Context: an optimization exercise on an open-source flow, tuned for small area and a short achievable clock period. The choices shown serve that exercise and are no tape-out recipe.
The RTL was checked by simulation tests, not by an equivalence proof against the original design.
The flow treats the clock pin as an ideal source, which a real chip does not have.
Power is estimated from default activity; no workload was simulated.

File: design.v
module alu (
  input  logic [31:0] i_a,
  input  logic [31:0] i_b,         
  input  logic        i_sub,       
  input  logic [4:0]  i_shamt,     
  input  logic        i_sra,
  input  logic        i_r_add, i_r_xor, i_r_or, i_r_and, i_r_sll, i_r_srl,
  input  logic        i_r_lt,      
  input  logic        i_lt,
  input  logic        i_r_ext,     
  input  logic [31:0] i_ext,
  output logic [31:0] o_sum,
  output logic [31:0] o_res
);
  assign o_sum = i_a + i_b + {31'b0, i_sub};
  logic [31:0] sh_in, sh_out, a_rev, sh_rev;
  logic [63:0] sh_wide;
  logic        fill;
  assign fill = i_sra & i_a[31];
  always_comb begin
    for (int i = 0; i < 32; i++) a_rev[i] = i_a[31-i];
  end
  assign sh_in   = i_r_sll ? a_rev : i_a;
  assign sh_wide = {{32{fill}}, sh_in} >> i_shamt;
  assign sh_out  = sh_wide[31:0];
  always_comb begin
    for (int i = 0; i < 32; i++) sh_rev[i] = sh_out[31-i];
  end
  always_comb begin
    o_res = ({32{i_r_add}} & o_sum)
          | ({32{i_r_lt}}  & {31'b0, i_lt})
          | ({32{i_r_xor}} & (i_a ^ i_b))
          | ({32{i_r_or}}  & (i_a | i_b))
          | ({32{i_r_and}} & (i_a & i_b))
          | ({32{i_r_sll}} & sh_rev)
          | ({32{i_r_srl}} & sh_out)
          | ({32{i_r_ext}} & i_ext);
  end
endmodule
module regfile (
  input  logic        i_clk,
  input  logic        i_rst_n,
  input  logic [4:0]  i_rs1_addr,
  input  logic [4:0]  i_rs2_addr,
  input  logic [4:0]  i_rd_addr,    
  input  logic [31:0] i_rd_data,
  input  logic        i_rd_wren,    
  input  logic [4:0]  i_wb_addr,    
  input  logic [31:0] i_wb_data,
  input  logic        i_wb_wren,
  output logic [31:0] o_rs1_data,
  output logic [31:0] o_rs2_data,
  output logic [31:0] checker1,
  output logic [31:0] checker2,
  output logic [31:0] checker3,
  output logic [31:0] checker4,
  output logic [31:0] checker10
);
  wire  [31:0] rf [0:31];
  logic [31:0] vld;
  logic [31:0] we;
  assign rf[0]  = '0;
  assign vld[0] = 1'b0;
  assign we[0]  = 1'b0;
  for (genvar i = 1; i < 32; i++) begin : g_ent
    logic [31:0] q;
    assign rf[i] = q;
    if (i == 1 || i == 2 || i == 3 || i == 4 || i == 10) begin : g_rst
      assign we[i] = i_rd_wren && (i_rd_addr == 5'(i));
      always_ff @(posedge i_clk or negedge i_rst_n) begin
        if (!i_rst_n)   q <= '0;
        else if (we[i]) q <= i_rd_data;
      end
      assign vld[i] = 1'b1;
    end else begin : g_vld
      logic v;
      assign we[i] = i_wb_wren && (i_wb_addr == 5'(i));
      always_ff @(posedge i_clk) begin
        if (we[i]) q <= i_wb_data;
      end
      always_ff @(posedge i_clk or negedge i_rst_n) begin
        if (!i_rst_n)   v <= 1'b0;
        else if (we[i]) v <= 1'b1;
      end
      assign vld[i] = v;
    end
  end
  logic [31:0] sel1, sel2;
  always_comb begin
    for (int i = 0; i < 32; i++) begin
      sel1[i] = (i_rs1_addr == 5'(i)) && vld[i];
      sel2[i] = (i_rs2_addr == 5'(i)) && vld[i];
    end
  end
  logic [1023:0] rf_flat;
  for (genvar i = 0; i < 32; i++) begin : g_flat
    assign rf_flat[32*i +: 32] = rf[i];
  end
  logic [31:0] rd1_q, rd2_q;
  rf_read rd1 (.i_sel(sel1), .i_data(rf_flat), .o_data(rd1_q));
  rf_read rd2 (.i_sel(sel2), .i_data(rf_flat), .o_data(rd2_q));
  assign o_rs1_data = rd1_q;
  assign o_rs2_data = rd2_q;
  assign checker1  = rf[1];
  assign checker2  = rf[2];
  assign checker3  = rf[3];
  assign checker4  = rf[4];
  assign checker10 = rf[10];
endmodule
module rf_read (
  input  logic [31:0]   i_sel,
  input  logic [1023:0] i_data,
  output logic [31:0]   o_data
);
  always_comb begin
    o_data = '0;
    for (int i = 1; i < 32; i++) o_data = o_data | ({32{i_sel[i]}} & i_data[32*i +: 32]);
  end
endmodule
module lsu (
  input  logic        i_clk,
  input  logic        i_rst_n,
  input  logic [31:0] i_lsu_addr,
  input  logic [31:0] i_row_oh,     
  input  logic [2:0]  i_row_up,     
  input  logic [31:0] i_st_data,
  input  logic        i_load,
  input  logic        i_store,
  input  logic        i_sz_b,       
  input  logic        i_sz_h,       
  input  logic        i_unsigned,
  input  logic [31:0] i_io_sw,
  input  logic [3:0]  i_io_btn,
  output logic [31:0] o_wb_data,    
  output logic [31:0] o_io_ledr,
  output logic [31:0] o_io_ledg,
  output logic [6:0]  o_io_hex0,
  output logic [6:0]  o_io_hex1,
  output logic [6:0]  o_io_hex2,
  output logic [6:0]  o_io_hex3,
  output logic [6:0]  o_io_hex4,
  output logic [6:0]  o_io_hex5,
  output logic [6:0]  o_io_hex6,
  output logic [6:0]  o_io_hex7,
  output logic [31:0] o_io_lcd
);
  logic [1:0] lo;
  logic       is_dm, is_out, is_in;
  logic [3:0] be;
  assign lo     = i_lsu_addr[1:0];
  assign is_dm  = (i_lsu_addr[31:13] == 19'd1);
  assign is_out = (i_lsu_addr[31:6]  == 26'h1C0);
  assign is_in  = (i_lsu_addr[31:5]  == 27'h3C0);
  assign be     = i_sz_b ? 4'b0001 : (i_sz_h ? 4'b0011 : 4'b1111);
  logic [31:0] oh_r, oh_r1;
  assign oh_r  = i_row_oh;
  assign oh_r1 = {oh_r[30:0], oh_r[31]};
  logic       dm_we;
  assign dm_we = i_store && is_dm;
  wire [7:0] bank_q [0:3];
  for (genvar j = 0; j < 4; j++) begin : g_bank
    logic [31:0] rsel;
    logic [1:0]  kk;             
    logic        bwe;
    logic [7:0]  bd, q;
    logic [7:0]  mem [0:31];
    if (j < 3) begin : g_ru assign rsel = i_row_up[j] ? oh_r1 : oh_r; end
    else       begin : g_r3 assign rsel = oh_r; end
    assign kk   = 2'(2'(j) - lo);
    assign bwe  = dm_we && be[kk];
    assign bd   = i_st_data[8*kk +: 8];
    for (genvar i = 0; i < 32; i++) begin : g_row
      always_ff @(posedge i_clk) begin
        if (bwe && rsel[i]) mem[i] <= bd;
      end
    end
    logic [255:0] flat;
    for (genvar i = 0; i < 32; i++) begin : g_flat
      assign flat[8*i +: 8] = mem[i];
    end
    dm_read rd (.i_sel(rsel), .i_data(flat), .o_data(q));
    assign bank_q[j] = q;
  end
  logic [7:0] red_leds [0:3];
  logic [7:0] green_leds [0:3];
  logic [7:0] lcd_regs [0:3];
  logic [7:0] seg [0:7];
  logic       out_we;
  assign out_we = i_store && is_out;
  for (genvar k = 0; k < 4; k++) begin : g_w4
    always_ff @(posedge i_clk or negedge i_rst_n) begin
      if (!i_rst_n) begin
        red_leds[k]   <= '0;
        green_leds[k] <= '0;
        lcd_regs[k]   <= '0;
      end else begin
        if (out_we && i_lsu_addr[5:4] == 2'd0 && be[k]) red_leds[k]   <= i_st_data[8*k +: 8];
        if (out_we && i_lsu_addr[5:4] == 2'd1 && be[k]) green_leds[k] <= i_st_data[8*k +: 8];
        if (out_we && i_lsu_addr[5:4] == 2'd3 && be[k]) lcd_regs[k]   <= i_st_data[8*k +: 8];
      end
    end
  end
  for (genvar d = 0; d < 8; d++) begin : g_seg
    logic [2:0] k;               
    logic       we;
    assign k  = 3'(3'(d) - i_lsu_addr[2:0]);
    assign we = out_we && (i_lsu_addr[5:4] == 2'd2) && !k[2] && be[k[1:0]];
    always_ff @(posedge i_clk or negedge i_rst_n) begin
      if (!i_rst_n) seg[d] <= '0;
      else if (we)  seg[d] <= i_st_data[8*k[1:0] +: 8];
    end
  end
  assign o_io_ledr = {red_leds[3], red_leds[2], red_leds[1], red_leds[0]};
  assign o_io_ledg = {green_leds[3], green_leds[2], green_leds[1], green_leds[0]};
  assign o_io_lcd  = {lcd_regs[3], lcd_regs[2], lcd_regs[1], lcd_regs[0]};
  assign o_io_hex0 = seg[0][6:0];
  assign o_io_hex1 = seg[1][6:0];
  assign o_io_hex2 = seg[2][6:0];
  assign o_io_hex3 = seg[3][6:0];
  assign o_io_hex4 = seg[4][6:0];
  assign o_io_hex5 = seg[5][6:0];
  assign o_io_hex6 = seg[6][6:0];
  assign o_io_hex7 = seg[7][6:0];
  logic [31:0] w4, w4_rot, w4_l, seg_l, io_w;
  logic [63:0] w4_rot2, seg_all, seg_rot;
  logic [3:0]  below;            
  logic [3:0]  keep;
  assign w4 = is_in ? (i_lsu_addr[4] ? {28'd0, i_io_btn} : i_io_sw) :
              (i_lsu_addr[5:4] == 2'd0) ? {red_leds[3], red_leds[2], red_leds[1], red_leds[0]} :
              (i_lsu_addr[5:4] == 2'd1) ? {green_leds[3], green_leds[2], green_leds[1], green_leds[0]} :
                                          {lcd_regs[3], lcd_regs[2], lcd_regs[1], lcd_regs[0]};
  assign w4_rot2 = {w4, w4} >> {lo, 3'b000};
  assign w4_rot  = w4_rot2[31:0];
  assign below   = (lo == 2'd0) ? 4'b1111 : (lo == 2'd1) ? 4'b0111 : (lo == 2'd2) ? 4'b0011 : 4'b0001;
  assign keep    = (i_lsu_addr[3:2] == 2'd0) ? below : (i_lsu_addr[3:2] == 2'd3) ? ~below : 4'b0000;
  assign w4_l    = w4_rot & {{8{keep[3]}}, {8{keep[2]}}, {8{keep[1]}}, {8{keep[0]}}};
  assign seg_all = {seg[7], seg[6], seg[5], seg[4], seg[3], seg[2], seg[1], seg[0]};
  assign seg_rot = ({seg_all, seg_all} >> {i_lsu_addr[2:0], 3'b000});
  assign seg_l   = seg_rot[31:0];
  assign io_w    = ({32{is_out && i_lsu_addr[5:4] == 2'd2}} & seg_l)
                 | ({32{(is_out && i_lsu_addr[5:4] != 2'd2) || is_in}} & w4_l);
  logic l_b, l_h, l_w, io_rd;
  logic [3:0] lane_on;           
  assign l_b   = i_load && i_sz_b;
  assign l_h   = i_load && i_sz_h;
  assign l_w   = i_load && !i_sz_b && !i_sz_h;
  assign io_rd = is_out || is_in;
  assign lane_on = {l_w, l_w, i_load && !i_sz_b, i_load};
  wire [7:0] lane [0:3];
  for (genvar k = 0; k < 4; k++) begin : g_lane
    logic [3:0] dsel;            
    logic       isel;
    for (genvar j = 0; j < 4; j++) begin : g_sel
      assign dsel[j] = lane_on[k] && is_dm && (lo == 2'((j - k) & 3));
    end
    assign isel    = lane_on[k] && io_rd;
    assign lane[k] = ({8{dsel[0]}} & bank_q[0]) | ({8{dsel[1]}} & bank_q[1])
                   | ({8{dsel[2]}} & bank_q[2]) | ({8{dsel[3]}} & bank_q[3])
                   | ({8{isel}} & io_w[8*k +: 8]);
  end
  logic       s8, s16, s8_io, s16_io;
  logic [3:0] s8_sel, s16_sel;
  for (genvar j = 0; j < 4; j++) begin : g_ssel
    assign s8_sel[j]  = !i_unsigned && l_b && is_dm && (lo == 2'(j));
    assign s16_sel[j] = !i_unsigned && is_dm && ((l_b && lo == 2'(j)) || (l_h && lo == 2'((j - 1) & 3)));
  end
  assign s8_io  = !i_unsigned && l_b && io_rd && io_w[7];
  assign s16_io = !i_unsigned && io_rd && ((l_b && io_w[7]) || (l_h && io_w[15]));
  assign s8  = (s8_sel[0] && bank_q[0][7]) || (s8_sel[1] && bank_q[1][7])
            || (s8_sel[2] && bank_q[2][7]) || (s8_sel[3] && bank_q[3][7]) || s8_io;
  assign s16 = (s16_sel[0] && bank_q[0][7]) || (s16_sel[1] && bank_q[1][7])
            || (s16_sel[2] && bank_q[2][7]) || (s16_sel[3] && bank_q[3][7]) || s16_io;
  assign o_wb_data[7:0]   = lane[0] | ({8{!i_load}} & i_lsu_addr[7:0]);
  assign o_wb_data[15:8]  = lane[1] | {8{s8}} | ({8{!i_load}} & i_lsu_addr[15:8]);
  assign o_wb_data[31:16] = {lane[3], lane[2]} | {16{s16}} | ({16{!i_load}} & i_lsu_addr[31:16]);
endmodule
module dm_read (
  input  logic [31:0]  i_sel,
  input  logic [255:0] i_data,
  output logic [7:0]   o_data
);
  always_comb begin
    o_data = '0;
    for (int i = 0; i < 32; i++) o_data = o_data | ({8{i_sel[i]}} & i_data[8*i +: 8]);
  end
endmodule
module pipeline (
  input  logic        i_clk,
  input  logic        i_rst_n,
  input  logic [31:0] i_io_sw,
  input  logic [3:0]  i_io_btn,
  output logic [31:0] o_imem_addr,
  input  logic [31:0] i_imem_data,
  output logic [31:0] checker1, checker2, checker3, checker4, checker10,
  output logic [31:0] o_pc_debug,
  output logic        o_insn_vld,
  output logic [31:0] o_io_ledr,
  output logic [31:0] o_io_ledg,
  output logic [6:0]  o_io_hex0,
  output logic [6:0]  o_io_hex1,
  output logic [6:0]  o_io_hex2,
  output logic [6:0]  o_io_hex3,
  output logic [6:0]  o_io_hex4,
  output logic [6:0]  o_io_hex5,
  output logic [6:0]  o_io_hex6,
  output logic [6:0]  o_io_hex7,
  output logic [31:0] o_io_lcd
);
  logic [31:0] f_pc;
  logic        d_valid;
  logic [31:0] d_instr;
  logic        e_valid, e_wren, e_load, e_store, e_br, e_jal, e_jalr;
  logic [4:0]  e_rd;
  logic        e_a_m, e_a_w, e_a_r;          
  logic        e_b_m, e_b_w, e_b_r;          
  logic        e_o_m, e_o_w, e_o_r, e_o_i;   
  logic        e_o_mn, e_o_wn;               
  logic        e_s_m, e_s_w, e_s_r, e_s_i;   
  logic        e_sub, e_sra, e_ltu;
  logic        e_r_add, e_r_lt, e_r_xor, e_r_or, e_r_and, e_r_sll, e_r_srl;
  logic        e_x_pass;                     
  logic        e_bc_eq, e_bc_ne, e_bc_lt, e_bc_ge, e_bu;
  logic        e_sz_b, e_sz_h, e_uns;
  logic [31:0] e_pc, e_rs1v, e_rs2v, e_imm;
  logic        m_valid, m_wren, m_load, m_store;
  logic [4:0]  m_rd;
  logic        m_sz_b, m_sz_h, m_uns;
  logic [31:0] m_res, m_st, m_pc;
  logic [31:0] m_oh;                        
  logic [2:0]  m_up;                        
  logic [31:0] w_pc, w_res;
  logic        w_wren;
  logic [4:0]  w_rd;
  logic        ld_stall, redirect, taken;
  logic [31:0] tgt;
  logic [31:0] f_pc_alt;
  assign o_imem_addr = f_pc;
  always_ff @(posedge i_clk or negedge i_rst_n) begin
    if (!i_rst_n)       f_pc <= '0;
    else                f_pc <= e_jalr ? sum : taken ? tgt : f_pc_alt;
  end
  always_ff @(posedge i_clk or negedge i_rst_n) begin
    if (!i_rst_n)       d_valid <= 1'b0;
    else if (!ld_stall) d_valid <= !redirect;
  end
  always_ff @(posedge i_clk) begin
    if (!ld_stall) d_instr <= i_imem_data;
  end
  logic [6:0] opc;
  logic [2:0] f3;
  logic [4:0] rs1, rs2, rd;
  logic       f7nz;
  assign opc  = d_instr[6:0];
  assign f3   = d_instr[14:12];
  assign rs1  = d_instr[19:15];
  assign rs2  = d_instr[24:20];
  assign rd   = d_instr[11:7];
  assign f7nz = |d_instr[31:25];
  logic is_op, is_opi, is_lui, is_auipc, is_load, is_store, is_br, is_jal, is_jalr;
  assign is_op    = (opc == 7'b0110011);
  assign is_opi   = (opc == 7'b0010011);
  assign is_lui   = (opc == 7'b0110111);
  assign is_auipc = (opc == 7'b0010111);
  assign is_load  = (opc == 7'b0000011);
  assign is_store = (opc == 7'b0100011);
  assign is_br    = (opc == 7'b1100011);
  assign is_jal   = (opc == 7'b1101111);
  assign is_jalr  = (opc == 7'b1100111);
  logic recognized, wr_rd;
  assign recognized = is_op | is_opi | is_lui | is_auipc | is_load | is_store | is_br | is_jal | is_jalr;
  assign wr_rd      = (is_op | is_opi | is_lui | is_auipc | is_load | is_jal | is_jalr) && (rd != 5'd0);
  logic [31:0] imm;
  always_comb begin
    if (is_opi | is_load | is_jalr) imm = {{20{d_instr[31]}}, d_instr[31:20]};
    else if (is_store)              imm = {{20{d_instr[31]}}, d_instr[31:25], d_instr[11:7]};
    else if (is_br)                 imm = {{20{d_instr[31]}}, d_instr[7], d_instr[30:25], d_instr[11:8], 1'b0};
    else if (is_lui | is_auipc)     imm = {d_instr[31:12], 12'b0};
    else if (is_jal)                imm = {{12{d_instr[31]}}, d_instr[19:12], d_instr[20], d_instr[30:21], 1'b0};
    else                            imm = '0;
  end
  logic alu_rr, alu_ri;
  assign alu_rr = is_op;
  assign alu_ri = is_op | is_opi;
  logic [31:0] wb_m;             
  logic [31:0] rf_rs1, rf_rs2;
  regfile regf (
    .i_clk      (i_clk),
    .i_rst_n    (i_rst_n),
    .i_rs1_addr (rs1),
    .i_rs2_addr (rs2),
    .i_rd_addr  (m_rd),
    .i_rd_data  (wb_m),
    .i_rd_wren  (m_wren),
    .i_wb_addr  (w_rd),
    .i_wb_data  (w_res),
    .i_wb_wren  (w_wren),
    .o_rs1_data (rf_rs1),
    .o_rs2_data (rf_rs2),
    .checker1   (checker1),
    .checker2   (checker2),
    .checker3   (checker3),
    .checker4   (checker4),
    .checker10  (checker10)
  );
  logic a_m, a_w, b_m, b_w;
  assign a_m = e_wren && (e_rd == rs1) && !pre1;
  assign a_w = m_wren && (m_rd == rs1) && !pre1;
  assign b_m = e_wren && (e_rd == rs2) && !pre2;
  assign b_w = m_wren && (m_rd == rs2) && !pre2;
  logic        is_sub, is_slti, pre1, pre2, w1, w2;
  logic [31:0] rs1v, rs2v, pre2_v;
  assign is_sub  = is_op && f3 == 3'b000 && f7nz;
  assign is_slti = is_opi && f3[2:1] == 2'b01;
  assign pre1    = is_auipc;
  assign pre2    = is_jal || is_jalr || is_lui || is_slti;
  assign pre2_v  = (is_jal || is_jalr) ? f_pc : imm;
  assign w1      = w_wren && (w_rd == rs1);
  assign w2      = w_wren && (w_rd == rs2);
  assign rs1v = ({32{pre1}} & (f_pc - 32'd4))
              | ({32{!pre1 && w1}} & w_res)
              | ({32{!pre1 && !w1}} & rf_rs1);
  assign rs2v = ({32{pre2}} & pre2_v)
              | ({32{!pre2 && w2}} & (w_res ^ {32{is_sub}}))
              | ({32{!pre2 && !w2}} & (rf_rs2 ^ {32{is_sub}}));
  logic [4:0] rs1_h, rs2_h;
  assign rs1_h    = d_valid ? rs1 : 5'd0;
  assign rs2_h    = d_valid ? rs2 : 5'd0;
  assign ld_stall = e_load && ((rs1_h == e_rd) || (rs2_h == e_rd));
  logic go;    
  assign go = d_valid && !ld_stall && !redirect;
  always_ff @(posedge i_clk or negedge i_rst_n) begin
    if (!i_rst_n) begin
      e_valid <= 1'b0;
      e_wren  <= 1'b0;
      e_load  <= 1'b0;
      e_store <= 1'b0;
      e_br    <= 1'b0;
      e_jal   <= 1'b0;
      e_jalr  <= 1'b0;
    end else begin
      e_valid <= go;
      e_wren  <= go && wr_rd;
      e_load  <= go && is_load;
      e_store <= go && is_store;
      e_br    <= go && is_br;
      e_jal   <= go && is_jal;
      e_jalr  <= go && is_jalr;
    end
  end
  always_ff @(posedge i_clk) begin
    e_rd      <= rd;
    e_a_m     <= a_m;
    e_a_w     <= !a_m && a_w;
    e_a_r     <= !a_m && !a_w;
    e_b_m     <= b_m;
    e_b_w     <= !b_m && b_w;
    e_b_r     <= !b_m && !b_w;
    e_o_m     <= (is_op || is_br) && !is_sub && b_m;
    e_o_w     <= (is_op || is_br) && !is_sub && !b_m && b_w;
    e_o_mn    <= is_sub && b_m;
    e_o_wn    <= is_sub && !b_m && b_w;
    e_o_r     <= (is_op || is_br) && !b_m && !b_w;
    e_o_i     <= !(is_op || is_br);
    e_s_m     <= is_op && f3[1:0] == 2'b01 && b_m;
    e_s_w     <= is_op && f3[1:0] == 2'b01 && !b_m && b_w;
    e_s_r     <= is_op && f3[1:0] == 2'b01 && !b_m && !b_w;
    e_s_i     <= is_opi && f3[1:0] == 2'b01;
    e_sub     <= is_sub;
    e_sra     <= f7nz && (f3 == 3'b101);
    e_ltu     <= f3[0];
    e_r_add   <= alu_ri ? (f3 == 3'b000) : !(is_jal | is_jalr | is_lui);
    e_r_lt    <= alu_ri && (f3[2:1] == 2'b01);
    e_r_xor   <= alu_ri && (f3 == 3'b100);
    e_r_or    <= alu_ri && (f3 == 3'b110);
    e_r_and   <= alu_ri && (f3 == 3'b111);
    e_r_sll   <= alu_ri && (f3 == 3'b001);
    e_r_srl   <= alu_ri && (f3 == 3'b101);
    e_x_pass  <= is_jal | is_jalr | is_lui;
    e_bc_eq   <= (f3 == 3'b000);
    e_bc_ne   <= (f3 == 3'b001);
    e_bc_lt   <= (f3 == 3'b100) || (f3 == 3'b110);
    e_bc_ge   <= (f3 == 3'b101) || (f3 == 3'b111);
    e_bu      <= f3[1];
    e_sz_b    <= is_load ? (f3[1:0] == 2'b00) : (f3 == 3'b000);
    e_sz_h    <= is_load ? (f3[1:0] == 2'b01) : (f3 == 3'b001);
    e_uns     <= f3[2];
    e_pc      <= f_pc - 32'd4;
    e_rs1v    <= rs1v;
    e_rs2v    <= rs2v;
    e_imm     <= imm;
  end
  always_ff @(posedge i_clk or negedge i_rst_n) begin
    if (!i_rst_n) o_insn_vld <= 1'b0;
    else          o_insn_vld <= d_valid && recognized;
  end
  logic [31:0] op_a, fw_b, op_b, sum, res;
  logic [4:0]  shamt;
  logic        lt, ltu, eq, cond;
  assign op_a = ({32{e_a_m}} & m_res) | ({32{e_a_w}} & w_res) | ({32{e_a_r}} & e_rs1v);
  assign fw_b = ({32{e_b_m}} & m_res) | ({32{e_b_w}} & w_res) | ({32{e_b_r}} & e_rs2v);
  assign op_b = ({32{e_o_m}} & m_res) | ({32{e_o_w}} & w_res) | ({32{e_o_r}} & e_rs2v)
              | ({32{e_o_mn}} & ~m_res) | ({32{e_o_wn}} & ~w_res)
              | ({32{e_o_i}} & e_imm);
  assign shamt = ({5{e_s_m}} & m_res[4:0]) | ({5{e_s_w}} & w_res[4:0]) | ({5{e_s_r}} & e_rs2v[4:0])
               | ({5{e_s_i}} & e_imm[4:0]);
  assign tgt  = e_pc + e_imm;
  assign ltu = (op_a < fw_b);
  assign lt  = (op_a[31] ^ fw_b[31]) ? op_a[31] : ltu;
  assign eq  = (op_a == fw_b);
  alu Alu (
    .i_a     (op_a),
    .i_b     (op_b),
    .i_shamt (shamt),
    .i_sub   (e_sub),
    .i_sra   (e_sra),
    .i_r_add (e_r_add),
    .i_r_xor (e_r_xor),
    .i_r_or  (e_r_or),
    .i_r_and (e_r_and),
    .i_r_sll (e_r_sll),
    .i_r_srl (e_r_srl),
    .i_r_lt  (e_r_lt),
    .i_lt    (e_ltu ? ltu : lt),
    .i_r_ext (e_x_pass),
    .i_ext   (e_rs2v),
    .o_sum   (sum),
    .o_res   (res)
  );
  logic [6:0]  a_lo7;
  logic [31:0] row_oh;
  assign a_lo7 = op_a[6:0] + op_b[6:0];
  always_comb begin
    for (int i = 0; i < 32; i++) row_oh[i] = (a_lo7[6:2] == 5'(i));
  end
  assign cond  = (e_bc_eq & eq) | (e_bc_ne & !eq) | (e_bc_lt & (e_bu ? ltu : lt)) | (e_bc_ge & !(e_bu ? ltu : lt));
  assign taken = e_br & cond;
  assign redirect = e_jal | e_jalr | taken;
  assign f_pc_alt = ld_stall ? f_pc : e_jal ? tgt : f_pc + 32'd4;
  always_ff @(posedge i_clk or negedge i_rst_n) begin
    if (!i_rst_n) begin
      m_valid <= 1'b0;
      m_wren  <= 1'b0;
      m_load  <= 1'b0;
      m_store <= 1'b0;
    end else begin
      m_valid <= e_valid;
      m_wren  <= e_wren;
      m_load  <= e_load;
      m_store <= e_store;
    end
  end
  always_ff @(posedge i_clk) begin
    m_rd   <= e_rd;
    m_sz_b <= e_sz_b;
    m_sz_h <= e_sz_h;
    m_uns  <= e_uns;
    m_res  <= res;
    m_oh   <= row_oh;
    m_up   <= {a_lo7[1:0] == 2'd3, a_lo7[1], a_lo7[1:0] != 2'd0};
    m_st   <= fw_b;
    m_pc   <= e_pc;
  end
  lsu Lsu (
    .i_clk      (i_clk),
    .i_rst_n    (i_rst_n),
    .i_lsu_addr (m_res),
    .i_row_oh   (m_oh),
    .i_row_up   (m_up),
    .i_st_data  (m_st),
    .i_load     (m_load),
    .i_store    (m_store),
    .i_sz_b     (m_sz_b),
    .i_sz_h     (m_sz_h),
    .i_unsigned (m_uns),
    .i_io_sw    (i_io_sw),
    .i_io_btn   (i_io_btn),
    .o_wb_data  (wb_m),
    .o_io_ledr  (o_io_ledr),
    .o_io_ledg  (o_io_ledg),
    .o_io_hex0  (o_io_hex0),
    .o_io_hex1  (o_io_hex1),
    .o_io_hex2  (o_io_hex2),
    .o_io_hex3  (o_io_hex3),
    .o_io_hex4  (o_io_hex4),
    .o_io_hex5  (o_io_hex5),
    .o_io_hex6  (o_io_hex6),
    .o_io_hex7  (o_io_hex7),
    .o_io_lcd   (o_io_lcd)
  );
  always_ff @(posedge i_clk or negedge i_rst_n) begin
    if (!i_rst_n) w_pc <= '0;
    else          w_pc <= m_valid ? m_pc : 32'd0;
  end
  always_ff @(posedge i_clk or negedge i_rst_n) begin
    if (!i_rst_n) w_wren <= 1'b0;
    else          w_wren <= m_wren;
  end
  always_ff @(posedge i_clk) begin
    w_res <= wb_m;
    w_rd  <= m_rd;
  end
  assign o_pc_debug = w_pc;
endmodule
File: flow/run.sh
#!/bin/bash
# Layout flow: the standard ORFS flow (standard.sh: unchanged synthesis,
# same SDC with the 12 ns clock, I/O delays and loads), with changes only to
# how the layout is optimised:
#  - timing repair (floorplan, CTS and global-route steps) is given a setup
#    margin, so it keeps improving the worst paths well below the 12 ns clock;
#    TNS_END_PERCENT limits it to the worst endpoints;
#  - the buffer buffer_ports puts on every input and output port is a
#    sky130_fd_sc_hd__buf_4 rather than the default delay-cell buffer;
#  - after CTS, flow/post_cts.tcl upsizes the flip-flops that drive output
#    ports or start the worst paths and runs timing repair once more.
# ORFS writes each step's full log under orfs/logs/; make's own output goes
# to flow_make.log in this folder.
set -euo pipefail
export SETUP_SLACK_MARGIN=7.9
export TNS_END_PERCENT=30
export BUFFER_PORTS_ARGS="-buffer_cell sky130_fd_sc_hd__buf_4"
export POST_CTS_TCL="$PWD/flow/post_cts.tcl"
bash standard.sh > flow_make.log 2>&1
File: flow/post_cts.tcl
# Post-CTS hook (sourced by ORFS's cts.tcl after its timing repair, before
# 4_1_cts.odb is written).  repair_timing leaves flip-flops at the drive
# strength synthesis gave them; upsize the ones that drive output ports
# (through the port buffers) and the ones that start the worst paths, then
# legalize and run timing repair once more.
proc upsize_ff { inst } {
  set ref [get_property $inst ref_name]
  if {[regexp {^(sky130_fd_sc_hd__(dfrtp|dfxtp))_[12]$} $ref -> base]} {
    replace_cell $inst ${base}_4
    return 1
  }
  return 0
}
set up 0
foreach buf [get_cells output*] {
  foreach pin [get_pins -of_objects [get_nets -of_objects [get_pins [get_full_name $buf]/A]]] {
    if {[get_property $pin direction] != "output"} { continue }
    incr up [upsize_ff [get_cells -of_objects $pin]]
  }
}
foreach path [find_timing_paths -path_delay max -group_path_count 400 -endpoint_path_count 1 -sort_by_slack] {
  set sp [get_property $path startpoint]
  if {[get_property $sp is_port]} { continue }
  incr up [upsize_ff [get_cells -of_objects $sp]]
}
puts "post_cts: upsized $up flip-flops"
detailed_placement
estimate_parasitics -placement
repair_timing_helper
detailed_placement
check_placement -verbose
estimate_parasitics -placement
report_worst_slack -max
File: config.mk
export PLATFORM = sky130hd
export DESIGN_NAME = pipeline
export DESIGN_NICKNAME = pipeline
export VERILOG_FILES = /design/flow/design.v
export SDC_FILE = /design/flow/constraint.sdc
export NUM_CORES = 8
export LEC_CHECK = 0
export CAP_MARGIN = 20
export CORE_MARGIN = 2
export CORE_UTILIZATION = 45
export CTS_CLUSTER_DIAMETER = 100
export CTS_CLUSTER_SIZE = 20
export SLEW_MARGIN = 20
export SYNTH_HIERARCHICAL = 1
File: standard.sh
#!/bin/bash
# synth_recipe.tcl (not shown) runs the flow's synth.tcl, then flattens the netlist and writes it again
# the make line also repeats each setting of config.mk as NAME=value (left out here)
make -C /OpenROAD-flow-scripts/flow DESIGN_CONFIG=/design/flow/config.mk WORK_HOME=/design/flow/orfs CLKGATE_MAP_FILE= SYNTH_SCRIPT=/design/flow/synth_recipe.tcl "${@:-finish}"
File: constraint.sdc
create_clock -name core_clock -period 12.0 [get_ports {i_clk}]
set_input_delay 2.4000 -clock core_clock [delete_from_list [all_inputs] [get_ports {i_clk}]]
set_output_delay 2.4000 -clock core_clock [all_outputs]
set_load 0.01 [all_outputs]
==> results.txt, run 1 <==
Die H = 523.9 µm
Warnings, synthesis = 20
First-pass GRT wire length = 700500 µm
Critical path endpoint category = flop
Max_cap viols = 0
Hold slack = 0.3494 ns
Setup-failing EPs final = 0
Routed wire per std cell = 39.96 µm
Syn Nets = 9313
Number of DRC markers in iteration 0 = 15376
CTS sink count = 2656
Largest net degree at the start of global routing = 153
Commonest non-fill, non-tap cells in the layout = edfxtp_1 (1888), a22oi_1 (1357), buf_4 (722)
Clk slew on worst S/H paths = 0.09 ns
Pwr Total = 19.18 mW
# IOs = 447
Worst vdd ir = 0.1660 mV
Cells after DPL = 12612
Hold Crit Class = reg -> reg
Row cnt = 190
Initial Utilization = 0.4532
Worst skew pair latency = 0.87 ns
Maximum fanout along the worst path = 25
HPWL after detailed placement = 360100 µm
Share of cells above drive strength 1 = 0.2528
CP arrival = 4.98 ns
RSZ-0062 raised after global routing = yes
Port bufs = 446
Status = complete, no violations
Placed Area = 127800 µm²
TritonCTS clock tree = done
Pre-CTS worst setup slack = 6.806 ns
Pleak = 47.58 nW
Final WS setup = 7.709 ns
Vias in the first global route = 84809
Antenna-violating nets left = 0
Die W = 523.9 µm
Core area = 268400 µm²
Fmax = 233.1 MHz
Mapped Area = 121600 µm²
All-Layer GR Usage = 0.3675
Die area = 274500 µm²
Worst setup SP type = flop
Routed wire length = 519800 µm
Overflow after GRT = 0
Total Nets Final = 9529
Fin Setup TNS = 0 ns
Mean post-synth cell area = 13.36 µm²
Non-filler cells, final = 13007
Worst slew margin = 0.07092
Final Util = 0.5082
Worst slew pin tran = 1.391 ns
Instance count of the mapped netlist = 9101
Critical path required time = 12.69 ns
Crit Path Category = reg -> reg
Worst Skew = 0.06129 ns
TritonRoute pass-1 iters = 11
Gpl congestion = 1.069
Vias after detailed routing = 91008
Leading cell type in the layout, fill and taps excluded = edfxtp_1
Finished Cell Area = 136400 µm²
Fin crit period = 4.291 ns
Area grow syn2layout = 12.15%
Number of antenna violations at the first check in global routing = 48
Residual DRC = 0
Power per cell area = 140.6 nW/µm²
Period utilisation layout = 0.3576
Final Hold Vio Count = 0
Vias per Instance = 6.997
Fin. max-slew vios = 0
-- registers in the layout, summed over array words and instances, names as in the netlist, 32 cells and up --
name	cells
Lsu.seg	64
e_rs1v	32
f_pc	32
e_pc	32
Lsu.g_bank.mem	1024
d_instr	32
m_res	32
Lsu.green_leds	32
e_imm	32
e_rs2v	32
w_res	32
m_pc	32
Lsu.red_leds	32
regf.g_ent.q	992
m_st	32
w_pc	32
m_oh	32
Lsu.lcd_regs	32
-- routing by layer --
layer | global-route usage | vias to the layer above | routed length (µm) | part of all wire
li1 | - | 36593 | - | -
met1 | 0.4718 | 46278 | 189100 | 0.36
met2 | 0.5381 | 6752 | 220600 | 0.42
met3 | 0.1071 | 1355 | 64080 | 0.12
met4 | 0.2479 | 30 | 45610 | 0.088
met5 | 0.004331 | - | 416 | 0.00080
-- where the power goes --
group | switching [mW] | internal, mW | total [mW]
Combinational | 1.71 | 0.841 | 2.55
Clock | 3.19 | 2.58 | 5.78
Sequential | 0.573 | 10.3 | 10.8
-- critical path, stage by stage, from the launching register on --
cell and delay, ns:
edfxtp_1 0.70, nor2b_1 0.59, and3_1 0.64, buf_4 0.49
a22oi_1 0.17, nand4_1 0.27, or4_1 0.55, mux2i_1 0.15
o21ai_1 0.53
-- layout make-up --
cell class | count | area (µm²)
tap | 3552 | 4444
clock inverter | 26 | 367.9
antenna | 20 | 50.05
timing repair buffer | 784 | 6519
inverter | 184 | 699.4
sequential | 2656 | 75700
clock buffer | 251 | 4367
fill | 22803 | 132000
multi-input combinational | 5534 | 44260
-- final timing paths --
kind | start | endpoint | slack [ns] | cells past startpoint
min in group asynchronous | i_rst_n | w_pc[0]$_DFF_PN0_ | 1.46 | 1
max reg2reg | d_instr[16]$_DFFE_PN_ | e_rs1v[0]$_DFF_P_ | 7.71 | 8
max | d_instr[16]$_DFFE_PN_ | e_rs1v[0]$_DFF_P_ | 7.71 | 8
max in group asynchronous | i_rst_n | Lsu.lcd_regs[0][3]$_DFFE_PN0P_ | 8.18 | 3
min | e_valid$_DFF_PN0_ | m_valid$_DFF_PN0_ | 0.35 | 0
min reg2reg | e_valid$_DFF_PN0_ | m_valid$_DFF_PN0_ | 0.35 | 0
==> run 2: changes to the inputs <==
--- a/design.v
+++ b/design.v
@@ -40,8 +40,10 @@
 module regfile (
   input  logic        i_clk,
   input  logic        i_rst_n,
-  input  logic [4:0]  i_rs1_addr,
-  input  logic [4:0]  i_rs2_addr,
+  input  logic [3:0]  i_rs1_hi,     
+  input  logic [7:0]  i_rs1_lo,     
+  input  logic [3:0]  i_rs2_hi,
+  input  logic [7:0]  i_rs2_lo,
   input  logic [4:0]  i_rd_addr,    
   input  logic [31:0] i_rd_data,
   input  logic        i_rd_wren,    
@@ -88,8 +90,8 @@
   logic [31:0] sel1, sel2;
   always_comb begin
     for (int i = 0; i < 32; i++) begin
-      sel1[i] = (i_rs1_addr == 5'(i)) && vld[i];
-      sel2[i] = (i_rs2_addr == 5'(i)) && vld[i];
+      sel1[i] = i_rs1_hi[i / 8] && i_rs1_lo[i % 8] && vld[i];
+      sel2[i] = i_rs2_hi[i / 8] && i_rs2_lo[i % 8] && vld[i];
     end
   end
   logic [1023:0] rf_flat;
@@ -112,17 +114,62 @@
   input  logic [1023:0] i_data,
   output logic [31:0]   o_data
 );
-  always_comb begin
-    o_data = '0;
-    for (int i = 1; i < 32; i++) o_data = o_data | ({32{i_sel[i]}} & i_data[32*i +: 32]);
+  for (genvar b = 0; b < 32; b++) begin : g_bit
+    logic [10:0] t;
+    for (genvar g = 0; g < 11; g++) begin : g_t
+      if (g < 10) begin : f
+        aoi222 u (.a0(i_sel[3*g+1]), .a1(i_data[32*(3*g+1)+b]),
+                  .b0(i_sel[3*g+2]), .b1(i_data[32*(3*g+2)+b]),
+                  .c0(i_sel[3*g+3]), .c1(i_data[32*(3*g+3)+b]), .y(t[g]));
+      end else begin : p
+        aoi21n u (.a0(i_sel[31]), .a1(i_data[32*31+b]), .y(t[g]));
+      end
+    end
+    logic [2:0] u3;
+    nand4m n0 (.a(t[0]), .b(t[1]), .c(t[2]),  .d(t[3]), .y(u3[0]));
+    nand4m n1 (.a(t[4]), .b(t[5]), .c(t[6]),  .d(t[7]), .y(u3[1]));
+    nand3m n2 (.a(t[8]), .b(t[9]), .c(t[10]),            .y(u3[2]));
+    or3m   o  (.a(u3[0]), .b(u3[1]), .c(u3[2]), .y(o_data[b]));
   end
 endmodule
+module aoi222 (
+  input  logic a0, a1, b0, b1, c0, c1,
+  output logic y
+);
+  assign y = !((a0 & a1) | (b0 & b1) | (c0 & c1));
+endmodule
+module aoi21n (
+  input  logic a0, a1,
+  output logic y
+);
+  assign y = !(a0 & a1);
+endmodule
+module nand4m (
+  input  logic a, b, c, d,
+  output logic y
+);
+  assign y = !(a & b & c & d);
+endmodule
+module nand3m (
+  input  logic a, b, c,
+  output logic y
+);
+  assign y = !(a & b & c);
+endmodule
+module or3m (
+  input  logic a, b, c,
+  output logic y
+);
+  assign y = a | b | c;
+endmodule
 module lsu (
   input  logic        i_clk,
   input  logic        i_rst_n,
   input  logic [31:0] i_lsu_addr,
   input  logic [31:0] i_row_oh,     
   input  logic [2:0]  i_row_up,     
+  input  logic [3:0]  i_lo_oh,      
+  input  logic [3:0]  i_bank_be,    
   input  logic [31:0] i_st_data,
   input  logic        i_load,
   input  logic        i_store,
@@ -160,15 +207,14 @@
   wire [7:0] bank_q [0:3];
   for (genvar j = 0; j < 4; j++) begin : g_bank
     logic [31:0] rsel;
-    logic [1:0]  kk;             
     logic        bwe;
     logic [7:0]  bd, q;
     logic [7:0]  mem [0:31];
     if (j < 3) begin : g_ru assign rsel = i_row_up[j] ? oh_r1 : oh_r; end
     else       begin : g_r3 assign rsel = oh_r; end
-    assign kk   = 2'(2'(j) - lo);
-    assign bwe  = dm_we && be[kk];
-    assign bd   = i_st_data[8*kk +: 8];
+    assign bwe  = dm_we && i_bank_be[j];
+    assign bd   = ({8{i_lo_oh[j]}} & i_st_data[7:0]) | ({8{i_lo_oh[(j + 3) % 4]}} & i_st_data[15:8])
+                | ({8{i_lo_oh[(j + 2) % 4]}} & i_st_data[23:16]) | ({8{i_lo_oh[(j + 1) % 4]}} & i_st_data[31:24]);
     for (genvar i = 0; i < 32; i++) begin : g_row
       always_ff @(posedge i_clk) begin
         if (bwe && rsel[i]) mem[i] <= bd;
@@ -221,11 +267,11 @@
   assign o_io_hex5 = seg[5][6:0];
   assign o_io_hex6 = seg[6][6:0];
   assign o_io_hex7 = seg[7][6:0];
-  logic [31:0] w4, w4_rot, w4_l, seg_l, io_w;
+  logic [31:0] w4, w4_rot, w4_l, seg_l;
   logic [63:0] w4_rot2, seg_all, seg_rot;
   logic [3:0]  below;            
   logic [3:0]  keep;
-  assign w4 = is_in ? (i_lsu_addr[4] ? {28'd0, i_io_btn} : i_io_sw) :
+  assign w4 = i_lsu_addr[11] ? (i_lsu_addr[4] ? {28'd0, i_io_btn} : i_io_sw) :
               (i_lsu_addr[5:4] == 2'd0) ? {red_leds[3], red_leds[2], red_leds[1], red_leds[0]} :
               (i_lsu_addr[5:4] == 2'd1) ? {green_leds[3], green_leds[2], green_leds[1], green_leds[0]} :
                                           {lcd_regs[3], lcd_regs[2], lcd_regs[1], lcd_regs[0]};
@@ -237,35 +283,36 @@
   assign seg_all = {seg[7], seg[6], seg[5], seg[4], seg[3], seg[2], seg[1], seg[0]};
   assign seg_rot = ({seg_all, seg_all} >> {i_lsu_addr[2:0], 3'b000});
   assign seg_l   = seg_rot[31:0];
-  assign io_w    = ({32{is_out && i_lsu_addr[5:4] == 2'd2}} & seg_l)
-                 | ({32{(is_out && i_lsu_addr[5:4] != 2'd2) || is_in}} & w4_l);
-  logic l_b, l_h, l_w, io_rd;
+  logic l_b, l_h, l_w, rd_seg, rd_w4;
   logic [3:0] lane_on;           
-  assign l_b   = i_load && i_sz_b;
-  assign l_h   = i_load && i_sz_h;
-  assign l_w   = i_load && !i_sz_b && !i_sz_h;
-  assign io_rd = is_out || is_in;
+  assign l_b    = i_load && i_sz_b;
+  assign l_h    = i_load && i_sz_h;
+  assign l_w    = i_load && !i_sz_b && !i_sz_h;
+  assign rd_seg = is_out && i_lsu_addr[5:4] == 2'd2;
+  assign rd_w4  = (is_out && i_lsu_addr[5:4] != 2'd2) || is_in;
   assign lane_on = {l_w, l_w, i_load && !i_sz_b, i_load};
   wire [7:0] lane [0:3];
   for (genvar k = 0; k < 4; k++) begin : g_lane
     logic [3:0] dsel;            
-    logic       isel;
+    logic       ssel, wsel;
     for (genvar j = 0; j < 4; j++) begin : g_sel
-      assign dsel[j] = lane_on[k] && is_dm && (lo == 2'((j - k) & 3));
+      assign dsel[j] = lane_on[k] && is_dm && i_lo_oh[(j - k) & 3];
     end
-    assign isel    = lane_on[k] && io_rd;
+    assign ssel    = lane_on[k] && rd_seg;
+    assign wsel    = lane_on[k] && rd_w4;
     assign lane[k] = ({8{dsel[0]}} & bank_q[0]) | ({8{dsel[1]}} & bank_q[1])
                    | ({8{dsel[2]}} & bank_q[2]) | ({8{dsel[3]}} & bank_q[3])
-                   | ({8{isel}} & io_w[8*k +: 8]);
+                   | ({8{ssel}} & seg_l[8*k +: 8]) | ({8{wsel}} & w4_l[8*k +: 8]);
   end
   logic       s8, s16, s8_io, s16_io;
   logic [3:0] s8_sel, s16_sel;
   for (genvar j = 0; j < 4; j++) begin : g_ssel
-    assign s8_sel[j]  = !i_unsigned && l_b && is_dm && (lo == 2'(j));
-    assign s16_sel[j] = !i_unsigned && is_dm && ((l_b && lo == 2'(j)) || (l_h && lo == 2'((j - 1) & 3)));
+    assign s8_sel[j]  = !i_unsigned && l_b && is_dm && i_lo_oh[j];
+    assign s16_sel[j] = !i_unsigned && is_dm && ((l_b && i_lo_oh[j]) || (l_h && i_lo_oh[(j + 3) % 4]));
   end
-  assign s8_io  = !i_unsigned && l_b && io_rd && io_w[7];
-  assign s16_io = !i_unsigned && io_rd && ((l_b && io_w[7]) || (l_h && io_w[15]));
+  assign s8_io  = !i_unsigned && l_b && ((rd_seg && seg_l[7]) || (rd_w4 && w4_l[7]));
+  assign s16_io = !i_unsigned && ((l_b && ((rd_seg && seg_l[7])  || (rd_w4 && w4_l[7])))
+                               || (l_h && ((rd_seg && seg_l[15]) || (rd_w4 && w4_l[15]))));
   assign s8  = (s8_sel[0] && bank_q[0][7]) || (s8_sel[1] && bank_q[1][7])
             || (s8_sel[2] && bank_q[2][7]) || (s8_sel[3] && bank_q[3][7]) || s8_io;
   assign s16 = (s16_sel[0] && bank_q[0][7]) || (s16_sel[1] && bank_q[1][7])
@@ -279,11 +326,30 @@
   input  logic [255:0] i_data,
   output logic [7:0]   o_data
 );
-  always_comb begin
-    o_data = '0;
-    for (int i = 0; i < 32; i++) o_data = o_data | ({8{i_sel[i]}} & i_data[8*i +: 8]);
+  for (genvar b = 0; b < 8; b++) begin : g_bit
+    logic [10:0] t;
+    for (genvar g = 0; g < 11; g++) begin : g_t
+      if (g < 10) begin : f
+        aoi222 u (.a0(i_sel[3*g]),   .a1(i_data[8*(3*g)+b]),
+                  .b0(i_sel[3*g+1]), .b1(i_data[8*(3*g+1)+b]),
+                  .c0(i_sel[3*g+2]), .c1(i_data[8*(3*g+2)+b]), .y(t[g]));
+      end else begin : p
+        aoi22n u (.a0(i_sel[30]), .a1(i_data[8*30+b]), .b0(i_sel[31]), .b1(i_data[8*31+b]), .y(t[g]));
+      end
+    end
+    logic [2:0] u3;
+    nand4m n0 (.a(t[0]), .b(t[1]), .c(t[2]),  .d(t[3]), .y(u3[0]));
+    nand4m n1 (.a(t[4]), .b(t[5]), .c(t[6]),  .d(t[7]), .y(u3[1]));
+    nand3m n2 (.a(t[8]), .b(t[9]), .c(t[10]),            .y(u3[2]));
+    or3m   o  (.a(u3[0]), .b(u3[1]), .c(u3[2]), .y(o_data[b]));
   end
 endmodule
+module aoi22n (
+  input  logic a0, a1, b0, b1,
+  output logic y
+);
+  assign y = !((a0 & a1) | (b0 & b1));
+endmodule
 module pipeline (
   input  logic        i_clk,
   input  logic        i_rst_n,
@@ -311,7 +377,8 @@
   logic [31:0] d_instr;
   logic        e_valid, e_wren, e_load, e_store, e_br, e_jal, e_jalr;
   logic [4:0]  e_rd;
-  logic        e_a_m, e_a_w, e_a_r;          
+  logic        e_f_m, e_f_w, e_f_r;          
+  logic        e_a_m, e_a_w, e_a_r, e_a_pc;  
   logic        e_b_m, e_b_w, e_b_r;          
   logic        e_o_m, e_o_w, e_o_r, e_o_i;   
   logic        e_o_mn, e_o_wn;               
@@ -328,23 +395,32 @@
   logic [31:0] m_res, m_st, m_pc;
   logic [31:0] m_oh;                        
   logic [2:0]  m_up;                        
+  logic [3:0]  m_lo_oh;                     
+  logic [3:0]  m_bank_be;                   
   logic [31:0] w_pc, w_res;
   logic        w_wren;
   logic [4:0]  w_rd;
   logic        ld_stall, redirect, taken;
-  logic [31:0] tgt;
   logic [31:0] f_pc_alt;
   assign o_imem_addr = f_pc;
   always_ff @(posedge i_clk or negedge i_rst_n) begin
     if (!i_rst_n)       f_pc <= '0;
-    else                f_pc <= e_jalr ? sum : taken ? tgt : f_pc_alt;
+    else                f_pc <= redirect ? sum : f_pc_alt;
   end
   always_ff @(posedge i_clk or negedge i_rst_n) begin
     if (!i_rst_n)       d_valid <= 1'b0;
     else if (!ld_stall) d_valid <= !redirect;
   end
+  logic [3:0] d_rs1_hi, d_rs2_hi;
+  logic [7:0] d_rs1_lo, d_rs2_lo;
   always_ff @(posedge i_clk) begin
-    if (!ld_stall) d_instr <= i_imem_data;
+    if (!ld_stall) begin
+      d_instr  <= i_imem_data;
+      d_rs1_hi <= 4'b0001 << i_imem_data[19:18];
+      d_rs1_lo <= 8'b00000001 << i_imem_data[17:15];
+      d_rs2_hi <= 4'b0001 << i_imem_data[24:23];
+      d_rs2_lo <= 8'b00000001 << i_imem_data[22:20];
+    end
   end
   logic [6:0] opc;
   logic [2:0] f3;
@@ -386,8 +462,10 @@
   regfile regf (
     .i_clk      (i_clk),
     .i_rst_n    (i_rst_n),
-    .i_rs1_addr (rs1),
-    .i_rs2_addr (rs2),
+    .i_rs1_hi   (d_rs1_hi),
+    .i_rs1_lo   (d_rs1_lo),
+    .i_rs2_hi   (d_rs2_hi),
+    .i_rs2_lo   (d_rs2_lo),
     .i_rd_addr  (m_rd),
     .i_rd_data  (wb_m),
     .i_rd_wren  (m_wren),
@@ -403,22 +481,20 @@
     .checker10  (checker10)
   );
   logic a_m, a_w, b_m, b_w;
-  assign a_m = e_wren && (e_rd == rs1) && !pre1;
-  assign a_w = m_wren && (m_rd == rs1) && !pre1;
+  assign a_m = e_wren && (e_rd == rs1);
+  assign a_w = m_wren && (m_rd == rs1);
   assign b_m = e_wren && (e_rd == rs2) && !pre2;
   assign b_w = m_wren && (m_rd == rs2) && !pre2;
-  logic        is_sub, is_slti, pre1, pre2, w1, w2;
+  logic        is_sub, is_slti, pre2, w1, w2, use_pc;
   logic [31:0] rs1v, rs2v, pre2_v;
   assign is_sub  = is_op && f3 == 3'b000 && f7nz;
   assign is_slti = is_opi && f3[2:1] == 2'b01;
-  assign pre1    = is_auipc;
+  assign use_pc  = is_br || is_jal || is_auipc;    
   assign pre2    = is_jal || is_jalr || is_lui || is_slti;
   assign pre2_v  = (is_jal || is_jalr) ? f_pc : imm;
   assign w1      = w_wren && (w_rd == rs1);
   assign w2      = w_wren && (w_rd == rs2);
-  assign rs1v = ({32{pre1}} & (f_pc - 32'd4))
-              | ({32{!pre1 && w1}} & w_res)
-              | ({32{!pre1 && !w1}} & rf_rs1);
+  assign rs1v = w1 ? w_res : rf_rs1;
   assign rs2v = ({32{pre2}} & pre2_v)
               | ({32{!pre2 && w2}} & (w_res ^ {32{is_sub}}))
               | ({32{!pre2 && !w2}} & (rf_rs2 ^ {32{is_sub}}));
@@ -449,18 +525,22 @@
   end
   always_ff @(posedge i_clk) begin
     e_rd      <= rd;
-    e_a_m     <= a_m;
-    e_a_w     <= !a_m && a_w;
-    e_a_r     <= !a_m && !a_w;
+    e_f_m     <= a_m;
+    e_f_w     <= !a_m && a_w;
+    e_f_r     <= !a_m && !a_w;
+    e_a_m     <= !use_pc && a_m;
+    e_a_w     <= !use_pc && !a_m && a_w;
+    e_a_r     <= !use_pc && !a_m && !a_w;
+    e_a_pc    <= use_pc;
     e_b_m     <= b_m;
     e_b_w     <= !b_m && b_w;
     e_b_r     <= !b_m && !b_w;
-    e_o_m     <= (is_op || is_br) && !is_sub && b_m;
-    e_o_w     <= (is_op || is_br) && !is_sub && !b_m && b_w;
+    e_o_m     <= is_op && !is_sub && b_m;
+    e_o_w     <= is_op && !is_sub && !b_m && b_w;
     e_o_mn    <= is_sub && b_m;
     e_o_wn    <= is_sub && !b_m && b_w;
-    e_o_r     <= (is_op || is_br) && !b_m && !b_w;
-    e_o_i     <= !(is_op || is_br);
+    e_o_r     <= is_op && !b_m && !b_w;
+    e_o_i     <= !is_op;
     e_s_m     <= is_op && f3[1:0] == 2'b01 && b_m;
     e_s_w     <= is_op && f3[1:0] == 2'b01 && !b_m && b_w;
     e_s_r     <= is_op && f3[1:0] == 2'b01 && !b_m && !b_w;
@@ -496,17 +576,19 @@
   logic [31:0] op_a, fw_b, op_b, sum, res;
   logic [4:0]  shamt;
   logic        lt, ltu, eq, cond;
-  assign op_a = ({32{e_a_m}} & m_res) | ({32{e_a_w}} & w_res) | ({32{e_a_r}} & e_rs1v);
+  logic [31:0] fw_a;
+  assign fw_a = ({32{e_f_m}} & m_res) | ({32{e_f_w}} & w_res) | ({32{e_f_r}} & e_rs1v);
+  assign op_a = ({32{e_a_m}} & m_res) | ({32{e_a_w}} & w_res) | ({32{e_a_r}} & e_rs1v)
+              | ({32{e_a_pc}} & e_pc);
   assign fw_b = ({32{e_b_m}} & m_res) | ({32{e_b_w}} & w_res) | ({32{e_b_r}} & e_rs2v);
   assign op_b = ({32{e_o_m}} & m_res) | ({32{e_o_w}} & w_res) | ({32{e_o_r}} & e_rs2v)
               | ({32{e_o_mn}} & ~m_res) | ({32{e_o_wn}} & ~w_res)
               | ({32{e_o_i}} & e_imm);
   assign shamt = ({5{e_s_m}} & m_res[4:0]) | ({5{e_s_w}} & w_res[4:0]) | ({5{e_s_r}} & e_rs2v[4:0])
                | ({5{e_s_i}} & e_imm[4:0]);
-  assign tgt  = e_pc + e_imm;
-  assign ltu = (op_a < fw_b);
-  assign lt  = (op_a[31] ^ fw_b[31]) ? op_a[31] : ltu;
-  assign eq  = (op_a == fw_b);
+  assign ltu = (fw_a < fw_b);
+  assign lt  = (fw_a[31] ^ fw_b[31]) ? fw_a[31] : ltu;
+  assign eq  = (fw_a == fw_b);
   alu Alu (
     .i_a     (op_a),
     .i_b     (op_b),
@@ -532,10 +614,15 @@
   always_comb begin
     for (int i = 0; i < 32; i++) row_oh[i] = (a_lo7[6:2] == 5'(i));
   end
+  logic [3:0] lo_oh, be_e, bank_be;
+  assign lo_oh = 4'b0001 << a_lo7[1:0];
+  assign be_e  = e_sz_b ? 4'b0001 : (e_sz_h ? 4'b0011 : 4'b1111);
+  assign bank_be = ({4{lo_oh[0]}} & be_e) | ({4{lo_oh[1]}} & {be_e[2:0], be_e[3]})
+                 | ({4{lo_oh[2]}} & {be_e[1:0], be_e[3:2]}) | ({4{lo_oh[3]}} & {be_e[0], be_e[3:1]});
   assign cond  = (e_bc_eq & eq) | (e_bc_ne & !eq) | (e_bc_lt & (e_bu ? ltu : lt)) | (e_bc_ge & !(e_bu ? ltu : lt));
   assign taken = e_br & cond;
   assign redirect = e_jal | e_jalr | taken;
-  assign f_pc_alt = ld_stall ? f_pc : e_jal ? tgt : f_pc + 32'd4;
+  assign f_pc_alt = ld_stall ? f_pc : f_pc + 32'd4;
   always_ff @(posedge i_clk or negedge i_rst_n) begin
     if (!i_rst_n) begin
       m_valid <= 1'b0;
@@ -557,6 +644,8 @@
     m_res  <= res;
     m_oh   <= row_oh;
     m_up   <= {a_lo7[1:0] == 2'd3, a_lo7[1], a_lo7[1:0] != 2'd0};
+    m_lo_oh   <= lo_oh;
+    m_bank_be <= bank_be;
     m_st   <= fw_b;
     m_pc   <= e_pc;
   end
@@ -566,6 +655,8 @@
     .i_lsu_addr (m_res),
     .i_row_oh   (m_oh),
     .i_row_up   (m_up),
+    .i_lo_oh    (m_lo_oh),
+    .i_bank_be  (m_bank_be),
     .i_st_data  (m_st),
     .i_load     (m_load),
     .i_store    (m_store),
==> flow/run.sh (replaced) <==
#!/bin/bash
# Layout flow: the standard ORFS flow (standard.sh: unchanged synthesis,
# same SDC with the 12 ns clock, I/O delays and loads), with changes only to
# how the layout is optimised:
#  - timing repair (floorplan, CTS and global-route steps) is given a setup
#    margin, so it keeps improving the worst paths well below the 12 ns clock;
#    TNS_END_PERCENT limits it to the worst endpoints;
#  - the buffer buffer_ports puts on every input and output port is a
#    sky130_fd_sc_hd__buf_1 rather than the default delay-cell buffer;
#  - after CTS, flow/post_cts.tcl upsizes the flip-flops that drive output
#    ports or start the worst paths and runs timing repair once more;
# ORFS writes each step's full log under orfs/logs/; make's own output goes
# to flow_make.log in this folder.
set -euo pipefail
export SETUP_SLACK_MARGIN=7.9
export TNS_END_PERCENT=30
export BUFFER_PORTS_ARGS="-buffer_cell sky130_fd_sc_hd__buf_1"
export POST_CTS_TCL="$PWD/flow/post_cts.tcl"
bash standard.sh > flow_make.log 2>&1
--- a/config.mk
+++ b/config.mk
@@ -5,10 +5,10 @@
 export SDC_FILE = /design/flow/constraint.sdc
 export NUM_CORES = 8
 export LEC_CHECK = 0
-export CAP_MARGIN = 20
+export CAP_MARGIN = 10
 export CORE_MARGIN = 2
 export CORE_UTILIZATION = 45
 export CTS_CLUSTER_DIAMETER = 100
 export CTS_CLUSTER_SIZE = 20
-export SLEW_MARGIN = 20
+export SLEW_MARGIN = 10
 export SYNTH_HIERARCHICAL = 1
==> run 2 against run 1 <==
Sequential share of layout area grew 2.4 points. Sequential cell count grew 35. First-iteration DRC count grew 31%. Register-to-register slack is essentially flat. Global-route usage shrank 1.1 points. Synthesized cell count shrank 10%. Worst hold slack gained 0.014 ns. Largest cell class unchanged. Highest routed layer unchanged.
==> results.txt, run 2 <==
CP arrival = 5.08 ns (+0.10 ns)
Internal power = 13.73 mW (+0.20%)
Fin. max-slew vios = 0 (unchanged)
Fin Setup TNS = 0 ns (unchanged)
Leading cell type in the layout, fill and taps excluded = edfxtp_1
Row cnt = 187 (-1.6%)
Top reg by flops = Lsu.g_bank.mem
Mapped Area = 118000 µm² (-3.0%)
Worst skew pair latency = 0.89 ns (+0.02 ns)
Critical path required time = 12.77 ns (+0.08 ns)
Clk slew on worst S/H paths = 0.09 ns (about the same)
Fin crit period = 4.304 ns (+0.01362 ns)
Overflow after GRT = 0 (unchanged)
Initial Utilization = 0.4535 (about the same)
CTS sink count = 2691 (+1.3%)
Number of antenna violations at the first check in global routing = 45 (-6.3%)
First-pass GRT wire length = 668500 µm (-4.6%)
Status = complete, no violations
Worst slew margin = 0.1452 (+0.07424)
Largest net degree at the start of global routing = 129 (-16%)
Period utilisation layout = 0.3587 (+0.001135)
Gpl congestion = 1.039 (-2.9%)
Power per cell area = 144.5 nW/µm² (+2.8%)
Setup-failing EPs final = 0 (unchanged)
Cells after DPL = 11918 (-5.5%)
Total Nets Final = 8824 (-7.4%)
Worst Skew = 0.06182 ns (+0.0005284 ns)
Vias per Instance = 7.227 (+3.3%)
Non-filler cells, final = 12300 (-5.4%)
Syn Nets = 8348 (-10%)
Most used cell, CP = buf_4
# IOs = 447 (unchanged)
RSZ-0062 raised after global routing = yes
Routed wire per std cell = 39.89 µm (-0.19%)
TritonCTS clock tree = done
Warnings, synthesis = 18 (-10%)
Worst vdd ir = 0.1581 mV (-4.8%)
Flop pwr share = 0.567 (about the same)
Port bufs = 446 (unchanged)
Max reg flops = 1024 (unchanged)
Number of DRC markers in iteration 0 = 20185 (+31%)
Residual DRC = 0 (unchanged)
Instance count of the mapped netlist = 8168 (-10%)
Crit Path Category = reg -> reg
Area grow syn2layout = 12.21% (about the same)
Worst setup SP type = flop
Worst slew pin tran = 1.275 ns (-0.1161 ns)
Clock Power Share = 0.304 (+0.003)
Final Hold Vio Count = 0 (unchanged)
Die W = 516.0 µm (-1.5%)
Critical path endpoint category = flop
Die H = 516.0 µm (-1.5%)
Switch share = 0.2827 (-0.002955)
Vias in the first global route = 82460 (-2.8%)
Biggest regs = Lsu.g_bank.mem (1024), regf.g_ent.q (992), Lsu.seg (64)
Share of cells above drive strength 1 = 0.2065 (-0.04627)
Pre-CTS worst setup slack = 6.731 ns (-0.07586 ns)
HPWL after detailed placement = 340800 µm (-5.4%)
CP peak stage delay = 0.55 ns (-0.15 ns)
Maximum fanout along the worst path = 8 (-68%)
Comb power frac = 0.129 (-0.004)
Mean post-synth cell area = 14.44 µm² (+8.1%)
Antenna-violating nets left = 0 (unchanged)
Die area = 266300 µm² (-3.0%)
All-Layer GR Usage = 0.3565 (-0.01103)
Hold Crit Class = reg -> reg
Commonest non-fill, non-tap cells in the layout = edfxtp_1 (1912), a222oi_1 (1044), buf_1 (435)
Routed wire length = 490600 µm (-5.6%)
Switch Pwr = 5.410 mW (-1.2%)
Final WS setup = 7.696 ns (-0.01362 ns)
TritonRoute pass-1 iters = 14 (+3)
Pleak = 45.33 nW (-4.7%)
Fmax = 232.3 MHz (-0.32%)
Max_cap viols = 0 (unchanged)
Core area = 260200 µm² (-3.1%)
Slowest cell on crit path = a222oi_1
Vias after detailed routing = 88891 (-2.3%)
Critical-path cell list = buf_12 > mux2_4 > a222oi_1 > nand4_1 > or3_4 > a22oi_2 > nand2_2 > buf_4 > buf_4 > o2bb2ai_1 > a31oi_4 > nand3_2 > mux2_2
## run 2: routing by layer
| metal | vias to the layer above | GRT usage | wire length (µm) |
|---|---|---|---|
| met5 | - | 0 | 207 |
| met4 | 30 | 0.1839 | 31410 |
| met3 | 1240 | 0.1067 | 69340 |
| met2 | 7292 | 0.5131 | 207500 |
| met1 | 45179 | 0.4867 | 182200 |
| li1 | 35150 | - | - |
## run 2: worst paths after layout
check / startpoint / to / slack (ns) / cells after the start
max reg2reg: m_up[0]$_DFF_P_ / regf.g_ent[2].q[10]$_DFFE_PN0P_ / 7.70 / 13
min reg2reg: e_store$_DFF_PN0_ / m_store$_DFF_PN0_ / 0.36 / 0
min in group asynchronous: i_rst_n / f_pc[21]$_DFFE_PN0P_ / 1.53 / 1
min: e_store$_DFF_PN0_ / m_store$_DFF_PN0_ / 0.36 / 0
max in group asynchronous: i_rst_n / Lsu.seg[6][5]$_DFFE_PN0P_ / 8.10 / 4
max: m_up[0]$_DFF_P_ / regf.g_ent[2].q[10]$_DFFE_PN0P_ / 7.70 / 13
## run 2: area by class of cell
cell class	instances	area (µm²)
diodes	25	62.56
clock buffers	266	4369
clock inverters	28	511.7
fillers	22129	127800
inverters	179	671.9
multi-input cells	4847	41180
flip-flops and latches	2691	76640
well taps	3496	4374
repair buffers	768	4579
## run 2: through the flow
stage | cell area [µm²] | util | hold slack, ns | power [mW]
after floorplan | 118000 | - | 0.3096 | 11.86
after global placement | 124200 | 0.4773 | 0.3322 | 13.19
after detailed placement | 124200 | 0.4773 | 0.3475 | 13.22
after global routing | 132300 | 0.5086 | 0.3682 | 19.54
final | 132400 | 0.5088 | 0.3631 | 19.14
## run 2: power groups by stage
stage          combinational, mW  clock (mW)  sequential [mW]
6_report                    2.46        5.82             10.9
3_5_place_dp                2.25           0             11.0
2_1_floorplan               1.12           0             10.7
3_3_place_gp                2.22           0             11.0
5_1_grt                     2.52        6.17             10.8
## run 2: critical path, delay by kind of cell (launching register included)
| family | cells | cell delay [ns] |
|---|---|---|
| buf+inv | 3 | 0.43 |
| flops | 1 | 0.41 |
| simple gates | 4 | 1.31 |
| compound gates | 4 | 1.31 |
| mux | 2 | 0.74 |

## re-timing with driven ports
How much do the figures lean on ideal ports? The routed layouts below were timed once more, with nothing changed but the port constraints. Step 1 assumes that a clkbuf_16 drives the clock port and a buf_2 every other input. Step 2 times the ports against the registers' clock, not the clock port: input delays grow and output delays shrink by t, the midpoint of the rising clock arrivals with the driver on. Slacks: no drivers / after step 1 / after step 2; pairs: no drivers / after step 1.
run | t, ns | setup WS [ns] | worst setup path at the end | latest minus earliest clock arrival (ns) | slew at the worst register clock pin (ns)
run 1 | 0.947 | 7.709 / 7.709 / 6.968 | input to register | 0.067 / 0.066 | 0.10 / 0.10
run 2 | 0.960 | 7.696 / 7.634 / 6.859 | input to register | 0.064 / 0.063 | 0.09 / 0.09
After both steps every run listed still meets setup and hold. The setup slack of run 2, which loses most, moves by -0.062 ns with the drivers and by -0.837 ns with both steps.
